Context: an optimization exercise on an open-source flow, tuned for small area and a short achievable clock period. The choices shown serve that exercise and are no tape-out recipe.
No run shown here included a check of the RTL's function; only the layout flow was run.
Power figures rest on the tool's default switching activity, not on a simulated workload.

$ cat flow/design.v
module RF_ALU (input clk,
               input RegSet,
               input RegWrite,
               input [3:0] ALU_control,
               input [31:0] instr,
               input [31:0] Writedata,
               output reg [31:0] rd1,
               output reg [31:0] rd2,
               output [31:0] ALU_result,
               output Zero);
wire [4:0] rs1 = instr[19:15];
wire [4:0] rs2 = instr[24:20];
wire [4:0] rd  = instr[11:7];
reg        pend_v;
reg [3:0]  pend_lo;     
reg [7:0]  pend_hi;     
reg        pend_alu;
reg [4:0]  pend_rd;
reg [31:0] pend_wd;
reg [31:0] regs [1:31];
wire [31:0] wdata = pend_alu ? ALU_result : pend_wd;
wire [31:0] stale;         
assign stale[0] = 1'b0;
wire [32*32-1:0] rows;     
assign rows[31:0] = wdata;
genvar r, k;
generate
    for (r = 1; r < 32; r = r + 1) begin : row
        wire we, hold;
        g_and2 w (.a(pend_lo[r % 4]), .b(pend_hi[r / 4]), .y(we));
        g_inv h (.a(we), .y(hold));
        wire [31:0] d;
        assign stale[r] = we;
        assign rows[32*r +: 32] = regs[r];
        for (k = 0; k < 32; k = k + 1) begin : bt
            g_ao22 wc (.a1(regs[r][k]), .a2(hold), .b1(wdata[k]), .b2(we), .y(d[k]));
        end
        always @(posedge clk) regs[r] <= d;
    end
endgenerate
wire pend_nz = pend_v && (pend_rd != 5'd0);
wire [31:0] sel1, sel2;
rf_dec dec1 (.rs(rs1), .stale(stale), .pv(pend_nz), .prd(pend_rd), .sel(sel1));
rf_dec dec2 (.rs(rs2), .stale(stale), .pv(pend_nz), .prd(pend_rd), .sel(sel2));
wire [31:0] a, b;
generate
    for (k = 0; k < 32; k = k + 1) begin : rdbit
        wire [31:0] col;
        for (r = 0; r < 32; r = r + 1) begin : c
            assign col[r] = rows[32*r + k];
        end
        rf_mux32 m1 (.sel(sel1), .d(col), .q(a[k]));
        rf_mux32 m2 (.sel(sel2), .d(col), .q(b[k]));
    end
endgenerate
wire op_and   = (ALU_control == 4'b0000);
wire op_or    = (ALU_control == 4'b0001);
wire op_sub   = (ALU_control == 4'b0110);
wire op_arith = (ALU_control == 4'b0010) || op_sub;
wire [31:0] aa, g0n, t0n;
generate
    for (k = 0; k < 32; k = k + 1) begin : pg
        g_xor2  x (.a(a[k]), .b(op_sub), .y(aa[k]));
        g_nand3 g (.a(aa[k]), .b(b[k]), .c(op_arith), .y(g0n[k]));
        g_nor2  t (.a(aa[k]), .b(b[k]), .y(t0n[k]));
    end
endgenerate
reg [31:0] alu_p;    
reg [31:0] alu_g;    
reg [31:4] alu_t;    
wire l1g_1;
wire l1g_2;
wire l1t_2;
wire l1g_3;
wire l1t_3;
wire l1g_4;
wire l1t_4;
wire l1g_5;
wire l1t_5;
wire l1g_6;
wire l1t_6;
wire l1g_7;
wire l1t_7;
wire l1g_8;
wire l1t_8;
wire l1g_9;
wire l1t_9;
wire l1g_10;
wire l1t_10;
wire l1g_11;
wire l1t_11;
wire l1g_12;
wire l1t_12;
wire l1g_13;
wire l1t_13;
wire l1g_14;
wire l1t_14;
wire l1g_15;
wire l1t_15;
wire l1g_16;
wire l1t_16;
wire l1g_17;
wire l1t_17;
wire l1g_18;
wire l1t_18;
wire l1g_19;
wire l1t_19;
wire l1g_20;
wire l1t_20;
wire l1g_21;
wire l1t_21;
wire l1g_22;
wire l1t_22;
wire l1g_23;
wire l1t_23;
wire l1g_24;
wire l1t_24;
wire l1g_25;
wire l1t_25;
wire l1g_26;
wire l1t_26;
wire l1g_27;
wire l1t_27;
wire l1g_28;
wire l1t_28;
wire l1g_29;
wire l1t_29;
wire l1g_30;
wire l1t_30;
wire l1g_31;
wire l1t_31;
wire n_g0n_0;
wire l2g_2;
wire l2g_3;
wire l2g_4;
wire l2t_4;
wire l2g_5;
wire l2t_5;
wire l2g_6;
wire l2t_6;
wire l2g_7;
wire l2t_7;
wire l2g_8;
wire l2t_8;
wire l2g_9;
wire l2t_9;
wire l2g_10;
wire l2t_10;
wire l2g_11;
wire l2t_11;
wire l2g_12;
wire l2t_12;
wire l2g_13;
wire l2t_13;
wire l2g_14;
wire l2t_14;
wire l2g_15;
wire l2t_15;
wire l2g_16;
wire l2t_16;
wire l2g_17;
wire l2t_17;
wire l2g_18;
wire l2t_18;
wire l2g_19;
wire l2t_19;
wire l2g_20;
wire l2t_20;
wire l2g_21;
wire l2t_21;
wire l2g_22;
wire l2t_22;
wire l2g_23;
wire l2t_23;
wire l2g_24;
wire l2t_24;
wire l2g_25;
wire l2t_25;
wire l2g_26;
wire l2t_26;
wire l2g_27;
wire l2t_27;
wire l2g_28;
wire l2t_28;
wire l2g_29;
wire l2t_29;
wire l2g_30;
wire l2t_30;
wire l2g_31;
wire l2t_31;
wire l3g_4;
wire n_alu_g_1;
wire l3g_5;
wire l3g_6;
wire l3g_7;
wire l3g_8;
wire l3t_8;
wire l3g_9;
wire l3t_9;
wire l3g_10;
wire l3t_10;
wire l3g_11;
wire l3t_11;
wire l3g_12;
wire l3t_12;
wire l3g_13;
wire l3t_13;
wire l3g_14;
wire l3t_14;
wire l3g_15;
wire l3t_15;
wire l3g_16;
wire l3t_16;
wire l3g_17;
wire l3t_17;
wire l3g_18;
wire l3t_18;
wire l3g_19;
wire l3t_19;
wire l3g_20;
wire l3t_20;
wire l3g_21;
wire l3t_21;
wire l3g_22;
wire l3t_22;
wire l3g_23;
wire l3t_23;
wire l3g_24;
wire l3t_24;
wire l3g_25;
wire l3t_25;
wire l3g_26;
wire l3t_26;
wire l3g_27;
wire l3t_27;
wire l3g_28;
wire l3t_28;
wire l3g_29;
wire l3t_29;
wire l3g_30;
wire l3t_30;
wire l3g_31;
wire l3t_31;
wire n_alu_g_0;
wire l4g_8;
wire l4g_9;
wire n_alu_g_2;
wire l4g_10;
wire n_alu_g_3;
wire l4g_11;
wire l4g_12;
wire l4g_13;
wire l4g_14;
wire l4g_15;
wire l4g_16;
wire l4t_16;
wire l4g_17;
wire l4t_17;
wire l4g_18;
wire l4t_18;
wire l4g_19;
wire l4t_19;
wire l4g_20;
wire l4t_20;
wire l4g_21;
wire l4t_21;
wire l4g_22;
wire l4t_22;
wire l4g_23;
wire l4t_23;
wire l4g_24;
wire l4t_24;
wire l4g_25;
wire l4t_25;
wire l4g_26;
wire l4t_26;
wire l4g_27;
wire l4t_27;
wire l4g_28;
wire l4t_28;
wire l4g_29;
wire l4t_29;
wire l4g_30;
wire l4t_30;
wire l4g_31;
wire l4t_31;
wire l5g_16;
wire l5g_17;
wire l5g_18;
wire l5g_19;
wire n_l3g_4;
wire l5g_20;
wire n_l3g_5;
wire l5g_21;
wire n_l3g_6;
wire l5g_22;
wire n_l3g_7;
wire l5g_23;
wire l5g_24;
wire l5g_25;
wire l5g_26;
wire l5g_27;
wire l5g_28;
wire l5g_29;
wire l5g_30;
wire l5g_31;
g_oai21 p0g1 (.a1(t0n[1]), .a2(g0n[0]), .b1(g0n[1]), .y(l1g_1));
g_oai21 p0g2 (.a1(t0n[2]), .a2(g0n[1]), .b1(g0n[2]), .y(l1g_2));
g_nor2 p0t2 (.a(t0n[2]), .b(t0n[1]), .y(l1t_2));
g_oai21 p0g3 (.a1(t0n[3]), .a2(g0n[2]), .b1(g0n[3]), .y(l1g_3));
g_nor2 p0t3 (.a(t0n[3]), .b(t0n[2]), .y(l1t_3));
g_oai21 p0g4 (.a1(t0n[4]), .a2(g0n[3]), .b1(g0n[4]), .y(l1g_4));
g_nor2 p0t4 (.a(t0n[4]), .b(t0n[3]), .y(l1t_4));
g_oai21 p0g5 (.a1(t0n[5]), .a2(g0n[4]), .b1(g0n[5]), .y(l1g_5));
g_nor2 p0t5 (.a(t0n[5]), .b(t0n[4]), .y(l1t_5));
g_oai21 p0g6 (.a1(t0n[6]), .a2(g0n[5]), .b1(g0n[6]), .y(l1g_6));
g_nor2 p0t6 (.a(t0n[6]), .b(t0n[5]), .y(l1t_6));
g_oai21 p0g7 (.a1(t0n[7]), .a2(g0n[6]), .b1(g0n[7]), .y(l1g_7));
g_nor2 p0t7 (.a(t0n[7]), .b(t0n[6]), .y(l1t_7));
g_oai21 p0g8 (.a1(t0n[8]), .a2(g0n[7]), .b1(g0n[8]), .y(l1g_8));
g_nor2 p0t8 (.a(t0n[8]), .b(t0n[7]), .y(l1t_8));
g_oai21 p0g9 (.a1(t0n[9]), .a2(g0n[8]), .b1(g0n[9]), .y(l1g_9));
g_nor2 p0t9 (.a(t0n[9]), .b(t0n[8]), .y(l1t_9));
g_oai21 p0g10 (.a1(t0n[10]), .a2(g0n[9]), .b1(g0n[10]), .y(l1g_10));
g_nor2 p0t10 (.a(t0n[10]), .b(t0n[9]), .y(l1t_10));
g_oai21 p0g11 (.a1(t0n[11]), .a2(g0n[10]), .b1(g0n[11]), .y(l1g_11));
g_nor2 p0t11 (.a(t0n[11]), .b(t0n[10]), .y(l1t_11));
g_oai21 p0g12 (.a1(t0n[12]), .a2(g0n[11]), .b1(g0n[12]), .y(l1g_12));
g_nor2 p0t12 (.a(t0n[12]), .b(t0n[11]), .y(l1t_12));
g_oai21 p0g13 (.a1(t0n[13]), .a2(g0n[12]), .b1(g0n[13]), .y(l1g_13));
g_nor2 p0t13 (.a(t0n[13]), .b(t0n[12]), .y(l1t_13));
g_oai21 p0g14 (.a1(t0n[14]), .a2(g0n[13]), .b1(g0n[14]), .y(l1g_14));
g_nor2 p0t14 (.a(t0n[14]), .b(t0n[13]), .y(l1t_14));
g_oai21 p0g15 (.a1(t0n[15]), .a2(g0n[14]), .b1(g0n[15]), .y(l1g_15));
g_nor2 p0t15 (.a(t0n[15]), .b(t0n[14]), .y(l1t_15));
g_oai21 p0g16 (.a1(t0n[16]), .a2(g0n[15]), .b1(g0n[16]), .y(l1g_16));
g_nor2 p0t16 (.a(t0n[16]), .b(t0n[15]), .y(l1t_16));
g_oai21 p0g17 (.a1(t0n[17]), .a2(g0n[16]), .b1(g0n[17]), .y(l1g_17));
g_nor2 p0t17 (.a(t0n[17]), .b(t0n[16]), .y(l1t_17));
g_oai21 p0g18 (.a1(t0n[18]), .a2(g0n[17]), .b1(g0n[18]), .y(l1g_18));
g_nor2 p0t18 (.a(t0n[18]), .b(t0n[17]), .y(l1t_18));
g_oai21 p0g19 (.a1(t0n[19]), .a2(g0n[18]), .b1(g0n[19]), .y(l1g_19));
g_nor2 p0t19 (.a(t0n[19]), .b(t0n[18]), .y(l1t_19));
g_oai21 p0g20 (.a1(t0n[20]), .a2(g0n[19]), .b1(g0n[20]), .y(l1g_20));
g_nor2 p0t20 (.a(t0n[20]), .b(t0n[19]), .y(l1t_20));
g_oai21 p0g21 (.a1(t0n[21]), .a2(g0n[20]), .b1(g0n[21]), .y(l1g_21));
g_nor2 p0t21 (.a(t0n[21]), .b(t0n[20]), .y(l1t_21));
g_oai21 p0g22 (.a1(t0n[22]), .a2(g0n[21]), .b1(g0n[22]), .y(l1g_22));
g_nor2 p0t22 (.a(t0n[22]), .b(t0n[21]), .y(l1t_22));
g_oai21 p0g23 (.a1(t0n[23]), .a2(g0n[22]), .b1(g0n[23]), .y(l1g_23));
g_nor2 p0t23 (.a(t0n[23]), .b(t0n[22]), .y(l1t_23));
g_oai21 p0g24 (.a1(t0n[24]), .a2(g0n[23]), .b1(g0n[24]), .y(l1g_24));
g_nor2 p0t24 (.a(t0n[24]), .b(t0n[23]), .y(l1t_24));
g_oai21 p0g25 (.a1(t0n[25]), .a2(g0n[24]), .b1(g0n[25]), .y(l1g_25));
g_nor2 p0t25 (.a(t0n[25]), .b(t0n[24]), .y(l1t_25));
g_oai21 p0g26 (.a1(t0n[26]), .a2(g0n[25]), .b1(g0n[26]), .y(l1g_26));
g_nor2 p0t26 (.a(t0n[26]), .b(t0n[25]), .y(l1t_26));
g_oai21 p0g27 (.a1(t0n[27]), .a2(g0n[26]), .b1(g0n[27]), .y(l1g_27));
g_nor2 p0t27 (.a(t0n[27]), .b(t0n[26]), .y(l1t_27));
g_oai21 p0g28 (.a1(t0n[28]), .a2(g0n[27]), .b1(g0n[28]), .y(l1g_28));
g_nor2 p0t28 (.a(t0n[28]), .b(t0n[27]), .y(l1t_28));
g_oai21 p0g29 (.a1(t0n[29]), .a2(g0n[28]), .b1(g0n[29]), .y(l1g_29));
g_nor2 p0t29 (.a(t0n[29]), .b(t0n[28]), .y(l1t_29));
g_oai21 p0g30 (.a1(t0n[30]), .a2(g0n[29]), .b1(g0n[30]), .y(l1g_30));
g_nor2 p0t30 (.a(t0n[30]), .b(t0n[29]), .y(l1t_30));
g_oai21 p0g31 (.a1(t0n[31]), .a2(g0n[30]), .b1(g0n[31]), .y(l1g_31));
g_nor2 p0t31 (.a(t0n[31]), .b(t0n[30]), .y(l1t_31));
g_inv i_n_g0n_0 (.a(g0n[0]), .y(n_g0n_0));
g_aoi21 p1g2 (.a1(l1t_2), .a2(n_g0n_0), .b1(l1g_2), .y(l2g_2));
g_aoi21 p1g3 (.a1(l1t_3), .a2(l1g_1), .b1(l1g_3), .y(l2g_3));
g_aoi21 p1g4 (.a1(l1t_4), .a2(l1g_2), .b1(l1g_4), .y(l2g_4));
g_nand2 p1t4 (.a(l1t_4), .b(l1t_2), .y(l2t_4));
g_aoi21 p1g5 (.a1(l1t_5), .a2(l1g_3), .b1(l1g_5), .y(l2g_5));
g_nand2 p1t5 (.a(l1t_5), .b(l1t_3), .y(l2t_5));
g_aoi21 p1g6 (.a1(l1t_6), .a2(l1g_4), .b1(l1g_6), .y(l2g_6));
g_nand2 p1t6 (.a(l1t_6), .b(l1t_4), .y(l2t_6));
g_aoi21 p1g7 (.a1(l1t_7), .a2(l1g_5), .b1(l1g_7), .y(l2g_7));
g_nand2 p1t7 (.a(l1t_7), .b(l1t_5), .y(l2t_7));
g_aoi21 p1g8 (.a1(l1t_8), .a2(l1g_6), .b1(l1g_8), .y(l2g_8));
g_nand2 p1t8 (.a(l1t_8), .b(l1t_6), .y(l2t_8));
g_aoi21 p1g9 (.a1(l1t_9), .a2(l1g_7), .b1(l1g_9), .y(l2g_9));
g_nand2 p1t9 (.a(l1t_9), .b(l1t_7), .y(l2t_9));
g_aoi21 p1g10 (.a1(l1t_10), .a2(l1g_8), .b1(l1g_10), .y(l2g_10));
g_nand2 p1t10 (.a(l1t_10), .b(l1t_8), .y(l2t_10));
g_aoi21 p1g11 (.a1(l1t_11), .a2(l1g_9), .b1(l1g_11), .y(l2g_11));
g_nand2 p1t11 (.a(l1t_11), .b(l1t_9), .y(l2t_11));
g_aoi21 p1g12 (.a1(l1t_12), .a2(l1g_10), .b1(l1g_12), .y(l2g_12));
g_nand2 p1t12 (.a(l1t_12), .b(l1t_10), .y(l2t_12));
g_aoi21 p1g13 (.a1(l1t_13), .a2(l1g_11), .b1(l1g_13), .y(l2g_13));
g_nand2 p1t13 (.a(l1t_13), .b(l1t_11), .y(l2t_13));
g_aoi21 p1g14 (.a1(l1t_14), .a2(l1g_12), .b1(l1g_14), .y(l2g_14));
g_nand2 p1t14 (.a(l1t_14), .b(l1t_12), .y(l2t_14));
g_aoi21 p1g15 (.a1(l1t_15), .a2(l1g_13), .b1(l1g_15), .y(l2g_15));
g_nand2 p1t15 (.a(l1t_15), .b(l1t_13), .y(l2t_15));
g_aoi21 p1g16 (.a1(l1t_16), .a2(l1g_14), .b1(l1g_16), .y(l2g_16));
g_nand2 p1t16 (.a(l1t_16), .b(l1t_14), .y(l2t_16));
g_aoi21 p1g17 (.a1(l1t_17), .a2(l1g_15), .b1(l1g_17), .y(l2g_17));
g_nand2 p1t17 (.a(l1t_17), .b(l1t_15), .y(l2t_17));
g_aoi21 p1g18 (.a1(l1t_18), .a2(l1g_16), .b1(l1g_18), .y(l2g_18));
g_nand2 p1t18 (.a(l1t_18), .b(l1t_16), .y(l2t_18));
g_aoi21 p1g19 (.a1(l1t_19), .a2(l1g_17), .b1(l1g_19), .y(l2g_19));
g_nand2 p1t19 (.a(l1t_19), .b(l1t_17), .y(l2t_19));
g_aoi21 p1g20 (.a1(l1t_20), .a2(l1g_18), .b1(l1g_20), .y(l2g_20));
g_nand2 p1t20 (.a(l1t_20), .b(l1t_18), .y(l2t_20));
g_aoi21 p1g21 (.a1(l1t_21), .a2(l1g_19), .b1(l1g_21), .y(l2g_21));
g_nand2 p1t21 (.a(l1t_21), .b(l1t_19), .y(l2t_21));
g_aoi21 p1g22 (.a1(l1t_22), .a2(l1g_20), .b1(l1g_22), .y(l2g_22));
g_nand2 p1t22 (.a(l1t_22), .b(l1t_20), .y(l2t_22));
g_aoi21 p1g23 (.a1(l1t_23), .a2(l1g_21), .b1(l1g_23), .y(l2g_23));
g_nand2 p1t23 (.a(l1t_23), .b(l1t_21), .y(l2t_23));
g_aoi21 p1g24 (.a1(l1t_24), .a2(l1g_22), .b1(l1g_24), .y(l2g_24));
g_nand2 p1t24 (.a(l1t_24), .b(l1t_22), .y(l2t_24));
g_aoi21 p1g25 (.a1(l1t_25), .a2(l1g_23), .b1(l1g_25), .y(l2g_25));
g_nand2 p1t25 (.a(l1t_25), .b(l1t_23), .y(l2t_25));
g_aoi21 p1g26 (.a1(l1t_26), .a2(l1g_24), .b1(l1g_26), .y(l2g_26));
g_nand2 p1t26 (.a(l1t_26), .b(l1t_24), .y(l2t_26));
g_aoi21 p1g27 (.a1(l1t_27), .a2(l1g_25), .b1(l1g_27), .y(l2g_27));
g_nand2 p1t27 (.a(l1t_27), .b(l1t_25), .y(l2t_27));
g_aoi21 p1g28 (.a1(l1t_28), .a2(l1g_26), .b1(l1g_28), .y(l2g_28));
g_nand2 p1t28 (.a(l1t_28), .b(l1t_26), .y(l2t_28));
g_aoi21 p1g29 (.a1(l1t_29), .a2(l1g_27), .b1(l1g_29), .y(l2g_29));
g_nand2 p1t29 (.a(l1t_29), .b(l1t_27), .y(l2t_29));
g_aoi21 p1g30 (.a1(l1t_30), .a2(l1g_28), .b1(l1g_30), .y(l2g_30));
g_nand2 p1t30 (.a(l1t_30), .b(l1t_28), .y(l2t_30));
g_aoi21 p1g31 (.a1(l1t_31), .a2(l1g_29), .b1(l1g_31), .y(l2g_31));
g_nand2 p1t31 (.a(l1t_31), .b(l1t_29), .y(l2t_31));
g_oai21 p2g4 (.a1(alu_t[4]), .a2(alu_g[0]), .b1(alu_g[4]), .y(l3g_4));
g_inv i_n_alu_g_1 (.a(alu_g[1]), .y(n_alu_g_1));
g_oai21 p2g5 (.a1(alu_t[5]), .a2(n_alu_g_1), .b1(alu_g[5]), .y(l3g_5));
g_oai21 p2g6 (.a1(alu_t[6]), .a2(alu_g[2]), .b1(alu_g[6]), .y(l3g_6));
g_oai21 p2g7 (.a1(alu_t[7]), .a2(alu_g[3]), .b1(alu_g[7]), .y(l3g_7));
g_oai21 p2g8 (.a1(alu_t[8]), .a2(alu_g[4]), .b1(alu_g[8]), .y(l3g_8));
g_nor2 p2t8 (.a(alu_t[8]), .b(alu_t[4]), .y(l3t_8));
g_oai21 p2g9 (.a1(alu_t[9]), .a2(alu_g[5]), .b1(alu_g[9]), .y(l3g_9));
g_nor2 p2t9 (.a(alu_t[9]), .b(alu_t[5]), .y(l3t_9));
g_oai21 p2g10 (.a1(alu_t[10]), .a2(alu_g[6]), .b1(alu_g[10]), .y(l3g_10));
g_nor2 p2t10 (.a(alu_t[10]), .b(alu_t[6]), .y(l3t_10));
g_oai21 p2g11 (.a1(alu_t[11]), .a2(alu_g[7]), .b1(alu_g[11]), .y(l3g_11));
g_nor2 p2t11 (.a(alu_t[11]), .b(alu_t[7]), .y(l3t_11));
g_oai21 p2g12 (.a1(alu_t[12]), .a2(alu_g[8]), .b1(alu_g[12]), .y(l3g_12));
g_nor2 p2t12 (.a(alu_t[12]), .b(alu_t[8]), .y(l3t_12));
g_oai21 p2g13 (.a1(alu_t[13]), .a2(alu_g[9]), .b1(alu_g[13]), .y(l3g_13));
g_nor2 p2t13 (.a(alu_t[13]), .b(alu_t[9]), .y(l3t_13));
g_oai21 p2g14 (.a1(alu_t[14]), .a2(alu_g[10]), .b1(alu_g[14]), .y(l3g_14));
g_nor2 p2t14 (.a(alu_t[14]), .b(alu_t[10]), .y(l3t_14));
g_oai21 p2g15 (.a1(alu_t[15]), .a2(alu_g[11]), .b1(alu_g[15]), .y(l3g_15));
g_nor2 p2t15 (.a(alu_t[15]), .b(alu_t[11]), .y(l3t_15));
g_oai21 p2g16 (.a1(alu_t[16]), .a2(alu_g[12]), .b1(alu_g[16]), .y(l3g_16));
g_nor2 p2t16 (.a(alu_t[16]), .b(alu_t[12]), .y(l3t_16));
g_oai21 p2g17 (.a1(alu_t[17]), .a2(alu_g[13]), .b1(alu_g[17]), .y(l3g_17));
g_nor2 p2t17 (.a(alu_t[17]), .b(alu_t[13]), .y(l3t_17));
g_oai21 p2g18 (.a1(alu_t[18]), .a2(alu_g[14]), .b1(alu_g[18]), .y(l3g_18));
g_nor2 p2t18 (.a(alu_t[18]), .b(alu_t[14]), .y(l3t_18));
g_oai21 p2g19 (.a1(alu_t[19]), .a2(alu_g[15]), .b1(alu_g[19]), .y(l3g_19));
g_nor2 p2t19 (.a(alu_t[19]), .b(alu_t[15]), .y(l3t_19));
g_oai21 p2g20 (.a1(alu_t[20]), .a2(alu_g[16]), .b1(alu_g[20]), .y(l3g_20));
g_nor2 p2t20 (.a(alu_t[20]), .b(alu_t[16]), .y(l3t_20));
g_oai21 p2g21 (.a1(alu_t[21]), .a2(alu_g[17]), .b1(alu_g[21]), .y(l3g_21));
g_nor2 p2t21 (.a(alu_t[21]), .b(alu_t[17]), .y(l3t_21));
g_oai21 p2g22 (.a1(alu_t[22]), .a2(alu_g[18]), .b1(alu_g[22]), .y(l3g_22));
g_nor2 p2t22 (.a(alu_t[22]), .b(alu_t[18]), .y(l3t_22));
g_oai21 p2g23 (.a1(alu_t[23]), .a2(alu_g[19]), .b1(alu_g[23]), .y(l3g_23));
g_nor2 p2t23 (.a(alu_t[23]), .b(alu_t[19]), .y(l3t_23));
g_oai21 p2g24 (.a1(alu_t[24]), .a2(alu_g[20]), .b1(alu_g[24]), .y(l3g_24));
g_nor2 p2t24 (.a(alu_t[24]), .b(alu_t[20]), .y(l3t_24));
g_oai21 p2g25 (.a1(alu_t[25]), .a2(alu_g[21]), .b1(alu_g[25]), .y(l3g_25));
g_nor2 p2t25 (.a(alu_t[25]), .b(alu_t[21]), .y(l3t_25));
g_oai21 p2g26 (.a1(alu_t[26]), .a2(alu_g[22]), .b1(alu_g[26]), .y(l3g_26));
g_nor2 p2t26 (.a(alu_t[26]), .b(alu_t[22]), .y(l3t_26));
g_oai21 p2g27 (.a1(alu_t[27]), .a2(alu_g[23]), .b1(alu_g[27]), .y(l3g_27));
g_nor2 p2t27 (.a(alu_t[27]), .b(alu_t[23]), .y(l3t_27));
g_oai21 p2g28 (.a1(alu_t[28]), .a2(alu_g[24]), .b1(alu_g[28]), .y(l3g_28));
g_nor2 p2t28 (.a(alu_t[28]), .b(alu_t[24]), .y(l3t_28));
g_oai21 p2g29 (.a1(alu_t[29]), .a2(alu_g[25]), .b1(alu_g[29]), .y(l3g_29));
g_nor2 p2t29 (.a(alu_t[29]), .b(alu_t[25]), .y(l3t_29));
g_oai21 p2g30 (.a1(alu_t[30]), .a2(alu_g[26]), .b1(alu_g[30]), .y(l3g_30));
g_nor2 p2t30 (.a(alu_t[30]), .b(alu_t[26]), .y(l3t_30));
g_oai21 p2g31 (.a1(alu_t[31]), .a2(alu_g[27]), .b1(alu_g[31]), .y(l3g_31));
g_nor2 p2t31 (.a(alu_t[31]), .b(alu_t[27]), .y(l3t_31));
g_inv i_n_alu_g_0 (.a(alu_g[0]), .y(n_alu_g_0));
g_aoi21 p3g8 (.a1(l3t_8), .a2(n_alu_g_0), .b1(l3g_8), .y(l4g_8));
g_aoi21 p3g9 (.a1(l3t_9), .a2(alu_g[1]), .b1(l3g_9), .y(l4g_9));
g_inv i_n_alu_g_2 (.a(alu_g[2]), .y(n_alu_g_2));
g_aoi21 p3g10 (.a1(l3t_10), .a2(n_alu_g_2), .b1(l3g_10), .y(l4g_10));
g_inv i_n_alu_g_3 (.a(alu_g[3]), .y(n_alu_g_3));
g_aoi21 p3g11 (.a1(l3t_11), .a2(n_alu_g_3), .b1(l3g_11), .y(l4g_11));
g_aoi21 p3g12 (.a1(l3t_12), .a2(l3g_4), .b1(l3g_12), .y(l4g_12));
g_aoi21 p3g13 (.a1(l3t_13), .a2(l3g_5), .b1(l3g_13), .y(l4g_13));
g_aoi21 p3g14 (.a1(l3t_14), .a2(l3g_6), .b1(l3g_14), .y(l4g_14));
g_aoi21 p3g15 (.a1(l3t_15), .a2(l3g_7), .b1(l3g_15), .y(l4g_15));
g_aoi21 p3g16 (.a1(l3t_16), .a2(l3g_8), .b1(l3g_16), .y(l4g_16));
g_nand2 p3t16 (.a(l3t_16), .b(l3t_8), .y(l4t_16));
g_aoi21 p3g17 (.a1(l3t_17), .a2(l3g_9), .b1(l3g_17), .y(l4g_17));
g_nand2 p3t17 (.a(l3t_17), .b(l3t_9), .y(l4t_17));
g_aoi21 p3g18 (.a1(l3t_18), .a2(l3g_10), .b1(l3g_18), .y(l4g_18));
g_nand2 p3t18 (.a(l3t_18), .b(l3t_10), .y(l4t_18));
g_aoi21 p3g19 (.a1(l3t_19), .a2(l3g_11), .b1(l3g_19), .y(l4g_19));
g_nand2 p3t19 (.a(l3t_19), .b(l3t_11), .y(l4t_19));
g_aoi21 p3g20 (.a1(l3t_20), .a2(l3g_12), .b1(l3g_20), .y(l4g_20));
g_nand2 p3t20 (.a(l3t_20), .b(l3t_12), .y(l4t_20));
g_aoi21 p3g21 (.a1(l3t_21), .a2(l3g_13), .b1(l3g_21), .y(l4g_21));
g_nand2 p3t21 (.a(l3t_21), .b(l3t_13), .y(l4t_21));
g_aoi21 p3g22 (.a1(l3t_22), .a2(l3g_14), .b1(l3g_22), .y(l4g_22));
g_nand2 p3t22 (.a(l3t_22), .b(l3t_14), .y(l4t_22));
g_aoi21 p3g23 (.a1(l3t_23), .a2(l3g_15), .b1(l3g_23), .y(l4g_23));
g_nand2 p3t23 (.a(l3t_23), .b(l3t_15), .y(l4t_23));
g_aoi21 p3g24 (.a1(l3t_24), .a2(l3g_16), .b1(l3g_24), .y(l4g_24));
g_nand2 p3t24 (.a(l3t_24), .b(l3t_16), .y(l4t_24));
g_aoi21 p3g25 (.a1(l3t_25), .a2(l3g_17), .b1(l3g_25), .y(l4g_25));
g_nand2 p3t25 (.a(l3t_25), .b(l3t_17), .y(l4t_25));
g_aoi21 p3g26 (.a1(l3t_26), .a2(l3g_18), .b1(l3g_26), .y(l4g_26));
g_nand2 p3t26 (.a(l3t_26), .b(l3t_18), .y(l4t_26));
g_aoi21 p3g27 (.a1(l3t_27), .a2(l3g_19), .b1(l3g_27), .y(l4g_27));
g_nand2 p3t27 (.a(l3t_27), .b(l3t_19), .y(l4t_27));
g_aoi21 p3g28 (.a1(l3t_28), .a2(l3g_20), .b1(l3g_28), .y(l4g_28));
g_nand2 p3t28 (.a(l3t_28), .b(l3t_20), .y(l4t_28));
g_aoi21 p3g29 (.a1(l3t_29), .a2(l3g_21), .b1(l3g_29), .y(l4g_29));
g_nand2 p3t29 (.a(l3t_29), .b(l3t_21), .y(l4t_29));
g_aoi21 p3g30 (.a1(l3t_30), .a2(l3g_22), .b1(l3g_30), .y(l4g_30));
g_nand2 p3t30 (.a(l3t_30), .b(l3t_22), .y(l4t_30));
g_aoi21 p3g31 (.a1(l3t_31), .a2(l3g_23), .b1(l3g_31), .y(l4g_31));
g_nand2 p3t31 (.a(l3t_31), .b(l3t_23), .y(l4t_31));
g_oai21 p4g16 (.a1(l4t_16), .a2(alu_g[0]), .b1(l4g_16), .y(l5g_16));
g_oai21 p4g17 (.a1(l4t_17), .a2(n_alu_g_1), .b1(l4g_17), .y(l5g_17));
g_oai21 p4g18 (.a1(l4t_18), .a2(alu_g[2]), .b1(l4g_18), .y(l5g_18));
g_oai21 p4g19 (.a1(l4t_19), .a2(alu_g[3]), .b1(l4g_19), .y(l5g_19));
g_inv i_n_l3g_4 (.a(l3g_4), .y(n_l3g_4));
g_oai21 p4g20 (.a1(l4t_20), .a2(n_l3g_4), .b1(l4g_20), .y(l5g_20));
g_inv i_n_l3g_5 (.a(l3g_5), .y(n_l3g_5));
g_oai21 p4g21 (.a1(l4t_21), .a2(n_l3g_5), .b1(l4g_21), .y(l5g_21));
g_inv i_n_l3g_6 (.a(l3g_6), .y(n_l3g_6));
g_oai21 p4g22 (.a1(l4t_22), .a2(n_l3g_6), .b1(l4g_22), .y(l5g_22));
g_inv i_n_l3g_7 (.a(l3g_7), .y(n_l3g_7));
g_oai21 p4g23 (.a1(l4t_23), .a2(n_l3g_7), .b1(l4g_23), .y(l5g_23));
g_oai21 p4g24 (.a1(l4t_24), .a2(l4g_8), .b1(l4g_24), .y(l5g_24));
g_oai21 p4g25 (.a1(l4t_25), .a2(l4g_9), .b1(l4g_25), .y(l5g_25));
g_oai21 p4g26 (.a1(l4t_26), .a2(l4g_10), .b1(l4g_26), .y(l5g_26));
g_oai21 p4g27 (.a1(l4t_27), .a2(l4g_11), .b1(l4g_27), .y(l5g_27));
g_oai21 p4g28 (.a1(l4t_28), .a2(l4g_12), .b1(l4g_28), .y(l5g_28));
g_oai21 p4g29 (.a1(l4t_29), .a2(l4g_13), .b1(l4g_29), .y(l5g_29));
g_oai21 p4g30 (.a1(l4t_30), .a2(l4g_14), .b1(l4g_30), .y(l5g_30));
g_oai21 p4g31 (.a1(l4t_31), .a2(l4g_15), .b1(l4g_31), .y(l5g_31));
assign Zero = (rd1 == rd2);
assign ALU_result[0] = alu_p[0];
g_xnor2 s1 (.a(alu_p[1]), .b(alu_g[0]), .y(ALU_result[1]));
g_xor2 s2 (.a(alu_p[2]), .b(alu_g[1]), .y(ALU_result[2]));
g_xnor2 s3 (.a(alu_p[3]), .b(alu_g[2]), .y(ALU_result[3]));
g_xnor2 s4 (.a(alu_p[4]), .b(alu_g[3]), .y(ALU_result[4]));
g_xor2 s5 (.a(alu_p[5]), .b(l3g_4), .y(ALU_result[5]));
g_xor2 s6 (.a(alu_p[6]), .b(l3g_5), .y(ALU_result[6]));
g_xor2 s7 (.a(alu_p[7]), .b(l3g_6), .y(ALU_result[7]));
g_xor2 s8 (.a(alu_p[8]), .b(l3g_7), .y(ALU_result[8]));
g_xnor2 s9 (.a(alu_p[9]), .b(l4g_8), .y(ALU_result[9]));
g_xnor2 s10 (.a(alu_p[10]), .b(l4g_9), .y(ALU_result[10]));
g_xnor2 s11 (.a(alu_p[11]), .b(l4g_10), .y(ALU_result[11]));
g_xnor2 s12 (.a(alu_p[12]), .b(l4g_11), .y(ALU_result[12]));
g_xnor2 s13 (.a(alu_p[13]), .b(l4g_12), .y(ALU_result[13]));
g_xnor2 s14 (.a(alu_p[14]), .b(l4g_13), .y(ALU_result[14]));
g_xnor2 s15 (.a(alu_p[15]), .b(l4g_14), .y(ALU_result[15]));
g_xnor2 s16 (.a(alu_p[16]), .b(l4g_15), .y(ALU_result[16]));
g_xor2 s17 (.a(alu_p[17]), .b(l5g_16), .y(ALU_result[17]));
g_xor2 s18 (.a(alu_p[18]), .b(l5g_17), .y(ALU_result[18]));
g_xor2 s19 (.a(alu_p[19]), .b(l5g_18), .y(ALU_result[19]));
g_xor2 s20 (.a(alu_p[20]), .b(l5g_19), .y(ALU_result[20]));
g_xor2 s21 (.a(alu_p[21]), .b(l5g_20), .y(ALU_result[21]));
g_xor2 s22 (.a(alu_p[22]), .b(l5g_21), .y(ALU_result[22]));
g_xor2 s23 (.a(alu_p[23]), .b(l5g_22), .y(ALU_result[23]));
g_xor2 s24 (.a(alu_p[24]), .b(l5g_23), .y(ALU_result[24]));
g_xor2 s25 (.a(alu_p[25]), .b(l5g_24), .y(ALU_result[25]));
g_xor2 s26 (.a(alu_p[26]), .b(l5g_25), .y(ALU_result[26]));
g_xor2 s27 (.a(alu_p[27]), .b(l5g_26), .y(ALU_result[27]));
g_xor2 s28 (.a(alu_p[28]), .b(l5g_27), .y(ALU_result[28]));
g_xor2 s29 (.a(alu_p[29]), .b(l5g_28), .y(ALU_result[29]));
g_xor2 s30 (.a(alu_p[30]), .b(l5g_29), .y(ALU_result[30]));
g_xor2 s31 (.a(alu_p[31]), .b(l5g_30), .y(ALU_result[31]));
always @(posedge clk) begin
    rd1 <= a;
    rd2 <= b;
    alu_p <= op_arith ? (a ^ b) : op_and ? (a & b) : op_or ? (a | b) : ALU_result;
    alu_g[0] <= g0n[0];
    alu_g[1] <= l1g_1;
    alu_g[2] <= l2g_2;
    alu_g[3] <= l2g_3;
    alu_g[4] <= l2g_4;
    alu_g[5] <= l2g_5;
    alu_g[6] <= l2g_6;
    alu_g[7] <= l2g_7;
    alu_g[8] <= l2g_8;
    alu_g[9] <= l2g_9;
    alu_g[10] <= l2g_10;
    alu_g[11] <= l2g_11;
    alu_g[12] <= l2g_12;
    alu_g[13] <= l2g_13;
    alu_g[14] <= l2g_14;
    alu_g[15] <= l2g_15;
    alu_g[16] <= l2g_16;
    alu_g[17] <= l2g_17;
    alu_g[18] <= l2g_18;
    alu_g[19] <= l2g_19;
    alu_g[20] <= l2g_20;
    alu_g[21] <= l2g_21;
    alu_g[22] <= l2g_22;
    alu_g[23] <= l2g_23;
    alu_g[24] <= l2g_24;
    alu_g[25] <= l2g_25;
    alu_g[26] <= l2g_26;
    alu_g[27] <= l2g_27;
    alu_g[28] <= l2g_28;
    alu_g[29] <= l2g_29;
    alu_g[30] <= l2g_30;
    alu_g[31] <= l2g_31;
    alu_t[4] <= l2t_4;
    alu_t[5] <= l2t_5;
    alu_t[6] <= l2t_6;
    alu_t[7] <= l2t_7;
    alu_t[8] <= l2t_8;
    alu_t[9] <= l2t_9;
    alu_t[10] <= l2t_10;
    alu_t[11] <= l2t_11;
    alu_t[12] <= l2t_12;
    alu_t[13] <= l2t_13;
    alu_t[14] <= l2t_14;
    alu_t[15] <= l2t_15;
    alu_t[16] <= l2t_16;
    alu_t[17] <= l2t_17;
    alu_t[18] <= l2t_18;
    alu_t[19] <= l2t_19;
    alu_t[20] <= l2t_20;
    alu_t[21] <= l2t_21;
    alu_t[22] <= l2t_22;
    alu_t[23] <= l2t_23;
    alu_t[24] <= l2t_24;
    alu_t[25] <= l2t_25;
    alu_t[26] <= l2t_26;
    alu_t[27] <= l2t_27;
    alu_t[28] <= l2t_28;
    alu_t[29] <= l2t_29;
    alu_t[30] <= l2t_30;
    alu_t[31] <= l2t_31;
    pend_v   <= (RegWrite || RegSet) && (rd != 5'd0);
    pend_lo  <= ((RegWrite || RegSet) && (rd != 5'd0)) ? (4'd1 << rd[1:0]) : 4'd0;
    pend_hi  <= 8'd1 << rd[4:2];
    pend_alu <= RegWrite;
    pend_rd  <= rd;
    pend_wd  <= Writedata;
end
endmodule
module rf_dec (input [4:0] rs, input [31:0] stale, input pv, input [4:0] prd,
               output [31:0] sel);
wire [4:0] rn;
wire [3:0] lo_n;
wire [7:0] hi_n;
wire [4:0] x;
wire e0, e1;
genvar j;
generate
    for (j = 0; j < 5; j = j + 1) begin : iv
        g_inv i (.a(rs[j]), .y(rn[j]));
        g_xnor2 c (.a(rs[j]), .b(prd[j]), .y(x[j]));
    end
    for (j = 0; j < 4; j = j + 1) begin : lo
        g_nand2 n (.a(j & 1 ? rs[0] : rn[0]), .b(j & 2 ? rs[1] : rn[1]), .y(lo_n[j]));
    end
    for (j = 0; j < 8; j = j + 1) begin : hi
        g_nand3 n (.a(j & 1 ? rs[2] : rn[2]), .b(j & 2 ? rs[3] : rn[3]),
                   .c(j & 4 ? rs[4] : rn[4]), .y(hi_n[j]));
    end
    for (j = 1; j < 32; j = j + 1) begin : s
        g_nor3 n (.a(lo_n[j % 4]), .b(hi_n[j / 4]), .c(stale[j]), .y(sel[j]));
    end
endgenerate
g_nand3 c0 (.a(x[0]), .b(x[1]), .c(x[2]), .y(e0));
g_nand3 c1 (.a(x[3]), .b(x[4]), .c(pv), .y(e1));
g_nor2 c2 (.a(e0), .b(e1), .y(sel[0]));
endmodule
module rf_mux32 (input [31:0] sel, input [31:0] d, output q);
wire [3:0] u;
wire [1:0] v;
genvar j;
generate
    for (j = 0; j < 4; j = j + 1) begin : l1
        rf_mux8 x (.sel(sel[8*j +: 8]), .d(d[8*j +: 8]), .y(u[j]));
    end
endgenerate
g_nor2 v0 (.a(u[0]), .b(u[1]), .y(v[0]));
g_nor2 v1 (.a(u[2]), .b(u[3]), .y(v[1]));
g_nand2 o (.a(v[0]), .b(v[1]), .y(q));
endmodule
module rf_mux8 (input [7:0] sel, input [7:0] d, output y);
assign y = |(sel & d);
endmodule
module g_ao22 (input a1, input a2, input b1, input b2, output y);
assign y = (a1 & a2) | (b1 & b2);
endmodule
module g_aoi21 (input a1, input a2, input b1, output y);
assign y = ~((a1 & a2) | b1);
endmodule
module g_oai21 (input a1, input a2, input b1, output y);
assign y = ~((a1 | a2) & b1);
endmodule
module g_nand4 (input a, input b, input c, input d, output y);
assign y = ~(a & b & c & d);
endmodule
module g_nand3 (input a, input b, input c, output y);
assign y = ~(a & b & c);
endmodule
module g_nor3 (input a, input b, input c, output y);
assign y = ~(a | b | c);
endmodule
module g_and2 (input a, input b, output y);
assign y = a & b;
endmodule
module g_nand2 (input a, input b, output y);
assign y = ~(a & b);
endmodule
module g_nor2 (input a, input b, output y);
assign y = ~(a | b);
endmodule
module g_xor2 (input a, input b, output y);
assign y = a ^ b;
endmodule
module g_inv (input a, output y);
assign y = ~a;
endmodule
module g_xnor2 (input a, input b, output y);
assign y = ~(a ^ b);
endmodule
$ cat flow/run.sh
#!/bin/bash
# synth_recipe.tcl (not shown) runs the flow's synth.tcl, then flattens the netlist and writes it again
# the make line also repeats each setting of config.mk as NAME=value (left out here)
make -C /OpenROAD-flow-scripts/flow DESIGN_CONFIG=/design/flow/config.mk WORK_HOME=/design/flow/orfs CLKGATE_MAP_FILE= SYNTH_SCRIPT=/design/flow/synth_recipe.tcl finish
$ cat flow/config.mk
export PLATFORM = sky130hd
export DESIGN_NAME = RF_ALU
export DESIGN_NICKNAME = RF_ALU
export VERILOG_FILES = /design/flow/design.v
export SDC_FILE = /design/flow/constraint.sdc
export NUM_CORES = 8
export LEC_CHECK = 0
export CAP_MARGIN = 20
export CORE_MARGIN = 2
export CORE_UTILIZATION = 40
export SETUP_SLACK_MARGIN = 5
export SLEW_MARGIN = 20
export SYNTH_HIERARCHICAL = 1
$ cat flow/constraint.sdc
create_clock -name core_clock -period 9.0 [get_ports {clk}]
set_input_delay 1.8000 -clock core_clock [delete_from_list [all_inputs] [get_ports {clk}]]
set_output_delay 1.8000 -clock core_clock [all_outputs]
set_load 0.01 [all_outputs]
==> flow_summary_export.csv, run 1 <==
group,metric,value,unit
run_status,run_status,"complete, no violations",
global_routing,grt_pass1_wl,326000,um
finish,drive_above_1_share,19.4,%
worst_hold_path,min_path_cells,1,
placed_design,gp_congestion,0.968,
floorplan,die_w,354,um
global_routing,grt_pass1_vias,44500,
detailed_routing,remaining_antenna_violation_count_after_routing,0,
clocking,cts-buffers-inserted,130,
detailed_routing,totalWireLength,233000,um
placed_design,dp_cells,6528,
setup_path,ff2ff_setup_slack,4.95,ns
clocking,cts.path.max_buffers,3,
global_routing,grtUsageTotal,35.7,%
sta,fin_setup_tns,0,ns
power,leakage,0.0230,uW
clocking,clock_tree.root_cell,"clkbuf_16",
setup_path,critPathCaptureType,"register",
yosys,netlist_area,48900,um^2
yosys,synthesis.instances,4620,
sta,worst_clock_skew,0.0321,ns
floorplan,floorplan.die.height,354,um
sta,timing_max_transition_violations_final,0,
sta,rsz_0062_raised_after_global_routing,"yes",
detailed_routing,routed-via-count,47300,
clocking,tritoncts,"done",
sta,tightestPinTransition,1.31,ns
detailed_routing,avgViaCountPerCell,6.90,
floorplan,die-area,125000,um^2
finish,stdcell_count,6864,
setup_path,cp_data_arrival_time,4.83,ns
yosys,synth.yosys.warnings,9,
sta,timing.final.setup_violations,0,
global_routing,antenna_found_initial,6,
power,power_density,291,nW/um^2
sta,min_period,4.18,ns
sta,fin_crit_sh,46.5,%
worst_hold_path,hold_start,"regs[22][3]",
finish,syn2layout_area_growth,26.4,%
sta,fmax,0.239,GHz
finish,layout.area.seq,24000,um^2
clocking,clk_transition_reported_paths,0.06,ns
sta,slew_headroom,12.5,%
floorplan,rows,128,
floorplan,initial_utilization,40.2,%
finish,multiInputGateArea,26900,um^2
clocking,h_tree_levels,4,
power,power_switching,5940,uW
sta,final-hold-violation-count,0,
placed_design,dp.final_hpwl,141000,um
setup_path,timing.reg2reg.worst_path_depth,16,
power,power.share.switching,33.0,%
worst_hold_path,min_to,"regs[22][3]",
finish,nFillCells,11000,
clocking,clkLatencyLatePin,0.79,ns
setup_path,path_class,"primary input to register",
detailed_routing,drcViolationCount,0,
yosys,postSynthAreaPerCell,10.6,um^2
setup_path,r2r-end,"alu_g[20]",
setup_path,cp_data_required_time,9.65,ns
detailed_routing,drtIter0Drc,7162,
yosys,mappedNetlistNets,4755,
power,vdd.ir_drop.worst,0.222,mV
power,power.internal,12100,uW
floorplan,core-area,122000,um^2
setup_path,crit-reg2reg-launch,"alu_t[0]",
global_routing,grt_max_degree,66,
placed_design,place.port_buffers,150,
power,combinational_group_share_of_total_power,24.0,%
floorplan,io_pins,168,
run,max_cap_viol_count,0,
global_routing,globalRoute.totalOverflow,0,
detailed_routing,firstDrtPassIters,8,
setup_path,timing.critical_path.from_type,"primary input",
detailed_routing,detail_route.wl_per_cell,34.0,um
clocking,cts_num_sinks,1197,
worst_hold_path,hold_crit_class,"register to register",
finish,design.final.nets,5267,
power,p_seq_share,43.3,%
setup_path,worst-path-max-fanout,13,
power,clkPwrFrac,32.7,%
## stage by stage
stage / cell area (um^2) / total power (uW) / utilization [%] / setup slack [ns] / hold slack [ns]
CTS: 60700 / 17700 / 50.0 / 4.77 / 0.510
finish: 61800 / 18000 / 50.8 / 4.82 / 0.509
global route: 61800 / 18600 / 50.8 / 4.80 / 0.515
global placement: 54200 / 11600 / 44.6 / 2.54 / 0.488
floorplan: 49600 / 9840 / - / 4.99 / 0.478
detailed placement: 54300 / 11700 / 44.7 / 2.53 / 0.495
## worst max path at each step
stage,cells after the start,startpoint,endpoint
after floorplan,11,instr[16],alu_g[10]
after global placement,15,instr[17],alu_p[20]
after detailed placement,15,instr[17],alu_p[20]
after CTS,5,alu_t[10],ALU_result[19]
after global routing,5,rd2[27],Zero
final,15,instr[17],alu_g[15]
## flip-flops by register name (all words and copies together) (netlist names)
signal and count:
regs 992, alu_p 32, pend_wd 32, rd1 32
rd2 32, alu_g 31, alu_t 27, pend_hi 8
pend_rd 5, pend_lo 4, pend_alu 1, pend_v 1
## repair_timing
item | 4_1_cts | 5_1_grt
endpoints found under the setup margin | 184 | 110
hold buffers | 0 | 0
buffers inserted | 62 | 32
gates resized for setup | 421 | 217
cloned | 3 | 0
pin swaps | 102 | 130
## final cells by class
type / instances / area share (%)
Multi-Input combinational cell: 3285 / 43.5
Clock inverter: 50 / 1.32
Inverter: 116 / 0.754
Sequential cell: 1197 / 38.9
Tap cell: 1625 / 3.29
Antenna cell: 2 / 0.00810
Clock buffer: 187 / 6.27
Timing Repair Buffer: 402 / 5.98
## routing by layer
metal	track usage (%)	up-vias	share of wire, %	wire length, um
li1	-	20000	-	-
met2	50.7	3325	41	96000
met4	26.0	6	8.3	19300
met1	43.7	23400	37	86700
met3	14.1	650	13	31300
met5	0	-	0.041	95
## worst max-delay path, stage by stage
cell and delay, ns:
buf_6 0.17, clkinvlp_4 0.14, buf_4 0.15, nand3_4 0.10, nor3_4 0.06, buf_4 0.20
buf_4 0.21, a22oi_1 0.20, nand4_1 0.50, nor2_2 0.32, nand2_4 0.14, xor2_2 0.19
nand3_1 0.21, o21ai_2 0.31, a21oi_2 0.09
## cell usage in the layout (no fill, tap or decap), types with 64 or more instances in the layout
cell type           n
dfxtp_1          1181
a22oi_1          1018
a22o_1            992
nand4_1           258
buf_4             199
clkbuf_16         134
nor2_1            114
clkdlybuf4s50_1   111
inv_1              99
nand2_1            74
nor2_4             71
ha_1               64
## power groups by stage
stage          Sequential (uW)  Combinational (uW)  Clock [uW]
2_1_floorplan             7580                2260           0
3_3_place_gp              7730                3840           0
3_5_place_dp              7780                3900           0
4_1_cts                   7720                4050        5920
5_1_grt                   7940                4490        6130
6_report                  7780                4320        5890
==> inputs of run 2 (changes only) <==
--- a/flow/design.v
+++ b/flow/design.v
@@ -12,8 +12,6 @@
 wire [4:0] rs2 = instr[24:20];
 wire [4:0] rd  = instr[11:7];
 reg        pend_v;
-reg [3:0]  pend_lo;     
-reg [7:0]  pend_hi;     
 reg        pend_alu;
 reg [4:0]  pend_rd;
 reg [31:0] pend_wd;
@@ -26,9 +24,8 @@
 genvar r, k;
 generate
     for (r = 1; r < 32; r = r + 1) begin : row
-        wire we, hold;
-        g_and2 w (.a(pend_lo[r % 4]), .b(pend_hi[r / 4]), .y(we));
-        g_inv h (.a(we), .y(hold));
+        wire we   = pend_v && (pend_rd == r);
+        wire hold = !we;
         wire [31:0] d;
         assign stale[r] = we;
         assign rows[32*r +: 32] = regs[r];
@@ -38,10 +35,16 @@
         always @(posedge clk) regs[r] <= d;
     end
 endgenerate
-wire pend_nz = pend_v && (pend_rd != 5'd0);
-wire [31:0] sel1, sel2;
-rf_dec dec1 (.rs(rs1), .stale(stale), .pv(pend_nz), .prd(pend_rd), .sel(sel1));
-rf_dec dec2 (.rs(rs2), .stale(stale), .pv(pend_nz), .prd(pend_rd), .sel(sel2));
+function [31:0] selects(input [4:0] rs, input [31:0] stl, input pv, input [4:0] prd);
+    integer j;
+    begin
+        selects[0] = pv && (rs == prd) && (rs != 5'd0);
+        for (j = 1; j < 32; j = j + 1)
+            selects[j] = (rs == j) && !stl[j];
+    end
+endfunction
+wire [31:0] sel1 = selects(rs1, stale, pend_v, pend_rd);
+wire [31:0] sel2 = selects(rs2, stale, pend_v, pend_rd);
 wire [31:0] a, b;
 generate
     for (k = 0; k < 32; k = k + 1) begin : rdbit
@@ -540,7 +543,29 @@
 g_oai21 p4g29 (.a1(l4t_29), .a2(l4g_13), .b1(l4g_29), .y(l5g_29));
 g_oai21 p4g30 (.a1(l4t_30), .a2(l4g_14), .b1(l4g_30), .y(l5g_30));
 g_oai21 p4g31 (.a1(l4t_31), .a2(l4g_15), .b1(l4g_31), .y(l5g_31));
-assign Zero = (rd1 == rd2);
+reg [1:0] nzq;
+g_nor2 zr (.a(nzq[0]), .b(nzq[1]), .y(Zero));
+wire [31:0] ab_x;
+wire [15:0] ab_o1;
+wire [7:0] ab_o2;
+wire [3:0] ab_o3;
+wire ne_lo, ne_hi;
+generate
+    for (k = 0; k < 32; k = k + 1) begin : zx
+        g_xor2 x (.a(a[k]), .b(b[k]), .y(ab_x[k]));
+    end
+    for (k = 0; k < 16; k = k + 1) begin : z1
+        g_nor2 o (.a(ab_x[2*k]), .b(ab_x[2*k+1]), .y(ab_o1[k]));
+    end
+    for (k = 0; k < 8; k = k + 1) begin : z2
+        g_nand2 o (.a(ab_o1[2*k]), .b(ab_o1[2*k+1]), .y(ab_o2[k]));
+    end
+    for (k = 0; k < 4; k = k + 1) begin : z3
+        g_nor2 o (.a(ab_o2[2*k]), .b(ab_o2[2*k+1]), .y(ab_o3[k]));
+    end
+endgenerate
+g_nand2 z4l (.a(ab_o3[0]), .b(ab_o3[1]), .y(ne_lo));
+g_nand2 z4h (.a(ab_o3[2]), .b(ab_o3[3]), .y(ne_hi));
 assign ALU_result[0] = alu_p[0];
 g_xnor2 s1 (.a(alu_p[1]), .b(alu_g[0]), .y(ALU_result[1]));
 g_xor2 s2 (.a(alu_p[2]), .b(alu_g[1]), .y(ALU_result[2]));
@@ -576,6 +601,7 @@
 always @(posedge clk) begin
     rd1 <= a;
     rd2 <= b;
+    nzq <= {ne_hi, ne_lo};
     alu_p <= op_arith ? (a ^ b) : op_and ? (a & b) : op_or ? (a | b) : ALU_result;
     alu_g[0] <= g0n[0];
     alu_g[1] <= l1g_1;
@@ -638,41 +664,11 @@
     alu_t[30] <= l2t_30;
     alu_t[31] <= l2t_31;
     pend_v   <= (RegWrite || RegSet) && (rd != 5'd0);
-    pend_lo  <= ((RegWrite || RegSet) && (rd != 5'd0)) ? (4'd1 << rd[1:0]) : 4'd0;
-    pend_hi  <= 8'd1 << rd[4:2];
     pend_alu <= RegWrite;
     pend_rd  <= rd;
     pend_wd  <= Writedata;
 end
 endmodule
-module rf_dec (input [4:0] rs, input [31:0] stale, input pv, input [4:0] prd,
-               output [31:0] sel);
-wire [4:0] rn;
-wire [3:0] lo_n;
-wire [7:0] hi_n;
-wire [4:0] x;
-wire e0, e1;
-genvar j;
-generate
-    for (j = 0; j < 5; j = j + 1) begin : iv
-        g_inv i (.a(rs[j]), .y(rn[j]));
-        g_xnor2 c (.a(rs[j]), .b(prd[j]), .y(x[j]));
-    end
-    for (j = 0; j < 4; j = j + 1) begin : lo
-        g_nand2 n (.a(j & 1 ? rs[0] : rn[0]), .b(j & 2 ? rs[1] : rn[1]), .y(lo_n[j]));
-    end
-    for (j = 0; j < 8; j = j + 1) begin : hi
-        g_nand3 n (.a(j & 1 ? rs[2] : rn[2]), .b(j & 2 ? rs[3] : rn[3]),
-                   .c(j & 4 ? rs[4] : rn[4]), .y(hi_n[j]));
-    end
-    for (j = 1; j < 32; j = j + 1) begin : s
-        g_nor3 n (.a(lo_n[j % 4]), .b(hi_n[j / 4]), .c(stale[j]), .y(sel[j]));
-    end
-endgenerate
-g_nand3 c0 (.a(x[0]), .b(x[1]), .c(x[2]), .y(e0));
-g_nand3 c1 (.a(x[3]), .b(x[4]), .c(pv), .y(e1));
-g_nor2 c2 (.a(e0), .b(e1), .y(sel[0]));
-endmodule
 module rf_mux32 (input [31:0] sel, input [31:0] d, output q);
 wire [3:0] u;
 wire [1:0] v;
@@ -704,12 +700,6 @@
 module g_nand3 (input a, input b, input c, output y);
 assign y = ~(a & b & c);
 endmodule
-module g_nor3 (input a, input b, input c, output y);
-assign y = ~(a | b | c);
-endmodule
-module g_and2 (input a, input b, output y);
-assign y = a & b;
-endmodule
 module g_nand2 (input a, input b, output y);
 assign y = ~(a & b);
 endmodule
--- a/flow/config.mk
+++ b/flow/config.mk
@@ -8,6 +8,8 @@
 export CAP_MARGIN = 20
 export CORE_MARGIN = 2
 export CORE_UTILIZATION = 40
+export CTS_CLUSTER_DIAMETER = 80
+export CTS_CLUSTER_SIZE = 24
 export SETUP_SLACK_MARGIN = 5
 export SLEW_MARGIN = 20
 export SYNTH_HIERARCHICAL = 1
==> flow_summary_export.csv, run 2 <==
group,metric,value,unit
yosys,synthesis.instances,4619,
worst_hold_path,hold_crit_class,"register to register",
yosys,simple_gate_fraction_of_synth_area,9.17,%
sta,slew_headroom,27.0,%
worst_hold_path,min_to,"regs[17][12]",
floorplan,die-area,124000,um^2
global_routing,grt_pass1_wl,317000,um
global_routing,grt_max_degree,73,
yosys,area_fraction_in_compound_gates_after_synthesis,36.2,%
power,power_density,262,nW/um^2
run_status,run_status,"complete, no violations",
global_routing,globalRoute.totalOverflow,0,
sta,final-hold-violation-count,0,
yosys,yosys_most_used_dff,"dfxtp_1",
floorplan,die_w,352,um
finish,drive_above_1_share,18.4,%
floorplan,rows,127,
sta,rsz_0062_raised_after_global_routing,"yes",
detailed_routing,drcViolationCount,0,
global_routing,grtUsageTotal,34.5,%
sta,fin_setup_tns,0,ns
clocking,cts-buffers-inserted,59,
yosys,synth_async_sr_flop_share,0,%
worst_hold_path,min_path_cells,1,
clocking,clk_transition_reported_paths,0.10,ns
run,max_cap_viol_count,0,
placed_design,dp.final_hpwl,130000,um
clocking,cts.path.max_buffers,3,
floorplan,floorplan.die.height,352,um
clocking,tritoncts,"done",
finish,mostFrequentLayoutCell,"dfxtp_1",
placed_design,gp_congestion,0.945,
detailed_routing,firstDrtPassIters,6,
yosys,synth.yosys.warnings,9,
setup_path,worst-path-max-fanout,16,
finish,design.final.nets,5157,
setup_path,timing.reg2reg.worst_path_depth,14,
finish,syn2layout_area_growth,19.9,%
finish,nFillCells,11100,
yosys,synth_edf_count,1,
clocking,clkLatencyLatePin,0.75,ns
finish,largest_register,"regs",
power,p_seq_share,51.6,%
sta,timing_max_transition_violations_final,0,
yosys,synth_cell_types,43,
detailed_routing,drtIter0Drc,7629,
yosys,synth_most_common_cell,"dfxtp_1",
yosys,xor_xnor_fraction_of_synth_area,1.84,%
sta,tightestPinTransition,1.09,ns
yosys,main_combinational_cell_family_by_area_after_synthesis,"compound AO/OA/AOI/OAI gates",
setup_path,crit-reg2reg-launch,"alu_t[0]",
yosys,postSynthAreaPerCell,10.5,um^2
detailed_routing,totalWireLength,227000,um
setup_path,ff2ff_setup_slack,5.00,ns
yosys,synthDominantCellAreaShare,49.0,%
power,power.internal,9920,uW
yosys,synth_largest_area_cell,"dfxtp_1",
yosys,ys_seq_area_share,49.0,%
placed_design,place.port_buffers,150,
yosys,muxShareOfSynthArea,0.764,%
clocking,cts_num_sinks,1187,
detailed_routing,remaining_antenna_violation_count_after_routing,0,
placed_design,dpl-instance-area,54100,um^2
sta,min_period,4.09,ns
yosys,netlist_area,48500,um^2
setup_path,r2r-end,"alu_g[24]",
setup_path,timing.critical_path.from_type,"primary input",
sta,fin_crit_sh,45.5,%
yosys,post_synth_main_area_contributors,"dfxtp_1 49%, a22o_1 18%, a22oi_1 16%",
power,vdd.ir_drop.worst,0.169,mV
yosys,ys_ff_latch,1187,
finish,number_of_flip_flops_in_the_largest_register,992,
sta,timing.final.setup_violations,0,
yosys,mappedNetlistNets,4754,
floorplan,core-area,120000,um^2
detailed_routing,routed-via-count,46600,
yosys,synthAdderAreaFrac,1.65,%
yosys,synth_commonest_cells,"1,186 x dfxtp_1, 1,024 x a22oi_1, 993 x a22o_1",
global_routing,antenna_found_initial,7,
clocking,ctsHoldBuffers,0,
power,power.share.switching,35.0,%
detailed_routing,detail_route.wl_per_cell,34.1,um
finish,antenna_cells_inserted,0,
setup_path,path_class,"primary input to register",
power,leakage,0.0213,uW
setup_path,cp_data_arrival_time,4.72,ns
floorplan,io_pins,168,
clocking,h_tree_levels,2,
sta,worst_clock_skew,0.0626,ns
setup_path,critPathCaptureType,"register",
finish,leading_cell_types_in_the_layout_fill_and_taps_excluded,"1,167 x dfxtp_1, 1,017 x a22oi_1, 993 x a22o_1, 257 x nand4_1, 165 x buf_4",
worst_hold_path,hold_start,"regs[17][12]",
setup_path,cp_data_required_time,9.63,ns
global_routing,grt_pass1_vias,42900,
clocking,clock_tree.root_cell,"clkbuf_16",
sta,fmax,0.244,GHz
floorplan,initial_utilization,40.4,%
power,combinational_group_share_of_total_power,27.8,%
detailed_routing,avgViaCountPerCell,7.00,
power,power_switching,5340,uW
finish,final_design_area_no_fill,58100,um^2
power,clkPwrFrac,20.6,%
-- run 2: Yosys stat by module, one instance, submodules excluded, excerpt --
module,times used,area [um^2],flip-flops and latches
RF_ALU,1,27400,1187
g_ao22,992,8.76,0
g_aoi21,52,8.76,0
g_inv,9,3.75,0
g_nand2,116,3.75,0
g_nand3,31,5.00,0
g_nor2,231,3.75,0
g_oai21,72,5.00,0
g_xnor2,11,8.76,0
g_xor2,83,8.76,0
rf_mux8,256,36.3,0
-- run 2: cell families (layout without fill, tap and decap cells) --
kind of cell | Yosys count | after routing
compound gates | 2178 | 2178
flops | 1187 | 1187
simple gates | 909 | 910
buf+inv | 146 | 567
xor+xnor | 102 | 102
fa+ha+maj | 64 | 64
mux | 33 | 33
-- run 2: metal layers --
metal,track usage (%),up-vias,part of all wire [%]
met2,47.5,3196,40
met4,18.5,14,5.8
met3,13.6,529,14
met5,1.19,-,0.12
met1,45.7,23100,40
li1,-,19700,-
-- run 2: final cells by class --
cell class                      count  area, um^2  share of cell area (%)
Clock inverter                     14         174                   0.299
Timing Repair Buffer              382        3770                    6.49
Multi-Input combinational cell   3287       26400                    45.5
Tap cell                         1612        2020                    3.47
Clock buffer                       66        1540                    2.66
Inverter                          105         394                   0.678
Sequential cell                  1187       23800                    41.0
-- run 2: metrics by stage --
stage / setup WS, ns / util (%) / instances / hold WS [ns] / power [uW]
detailed placement: 3.06 / 45.0 / 6490 / 0.495 / 11800
floorplan: 2.94 / - / 4619 / 0.478 / 10200
finish: 4.91 / 48.4 / 6653 / 0.515 / 15300
global placement: 3.00 / 45.0 / 6490 / 0.488 / 11700
global route: 4.90 / 48.4 / 6653 / 0.531 / 15800
CTS: 4.91 / 47.6 / 6617 / 0.518 / 15000
-- run 2: worst max-delay path, cell delays in order --
cell,delay [ns]
buf_4,0.23
nor2_2,0.09
a211o_1,0.33
a211oi_4,0.27
buf_4,0.16
buf_12,0.17
a22oi_1,0.11
nand4_1,0.52
nor2_1,0.13
nand2_2,0.27
inv_1,0.08
ha_2,0.18
and3_1,0.14
o41ai_1,0.22
-- run 2: power by group through the flow --
| stage | combinational [uW] | sequential, uW | clock, uW |
|---|---|---|---|
| final | 4240 | 7870 | 3150 |
| after global routing | 4450 | 8040 | 3330 |
| after CTS | 4030 | 7800 | 3150 |
| after detailed placement | 3930 | 7890 | 0 |
| after global placement | 3870 | 7830 | 0 |
| after floorplan | 2490 | 7670 | 0 |
-- run 2: worst max-delay path by stage --
stage	start	to	slack [ns]	cells after the start
CTS	alu_g[2]	ALU_result[31]	4.91	7
global route	instr[22]	alu_p[23]	4.90	14
finish	instr[22]	alu_p[23]	4.91	14
floorplan	instr[15]	alu_p[0]	2.94	11
detailed placement	instr[16]	alu_g[30]	3.06	12
global placement	instr[16]	alu_g[30]	3.00	12
-- run 2: repair_timing --
item	in CTS	in global routing
setup buffers	43	30
pin swaps	61	72
cloned	4	6
setup endpoints to repair	184	101
gates resized for setup	325	159

-- afterwards: timing with drivers on the ports --
Ports are ideal in the flow. The routed layouts listed here were re-timed in OpenROAD. Step 1 (the two cells are an assumption about what drives the block):
set clk [get_ports {clk}]
set_driving_cell -lib_cell sky130_fd_sc_hd__clkbuf_16 $clk
set_driving_cell -lib_cell sky130_fd_sc_hd__buf_2 [delete_from_list [all_inputs] $clk]
Step 2 moves the port delays by t, midway between the first and last clock arrival at a register: inputs arrive t later, outputs are due t later. That takes back most of the time a late clock gives input paths. Slacks: ideal / step 1 / step 2; pairs: ideal / step 1.
| run | shift t [ns] | setup WS [ns] | worst slew at a driven data input, ns |
|---|---|---|---|
| run 1 | 0.857 | 4.819 / 4.793 / 4.001 | 0.08 |
| run 2 | 0.793 | 4.909 / 4.831 / 4.038 | 0.19 |
After both steps setup and hold are still met in every run listed. For run 2, which loses most, drivers alone change the setup slack by -0.078 ns; drivers and shift together by -0.871 ns.
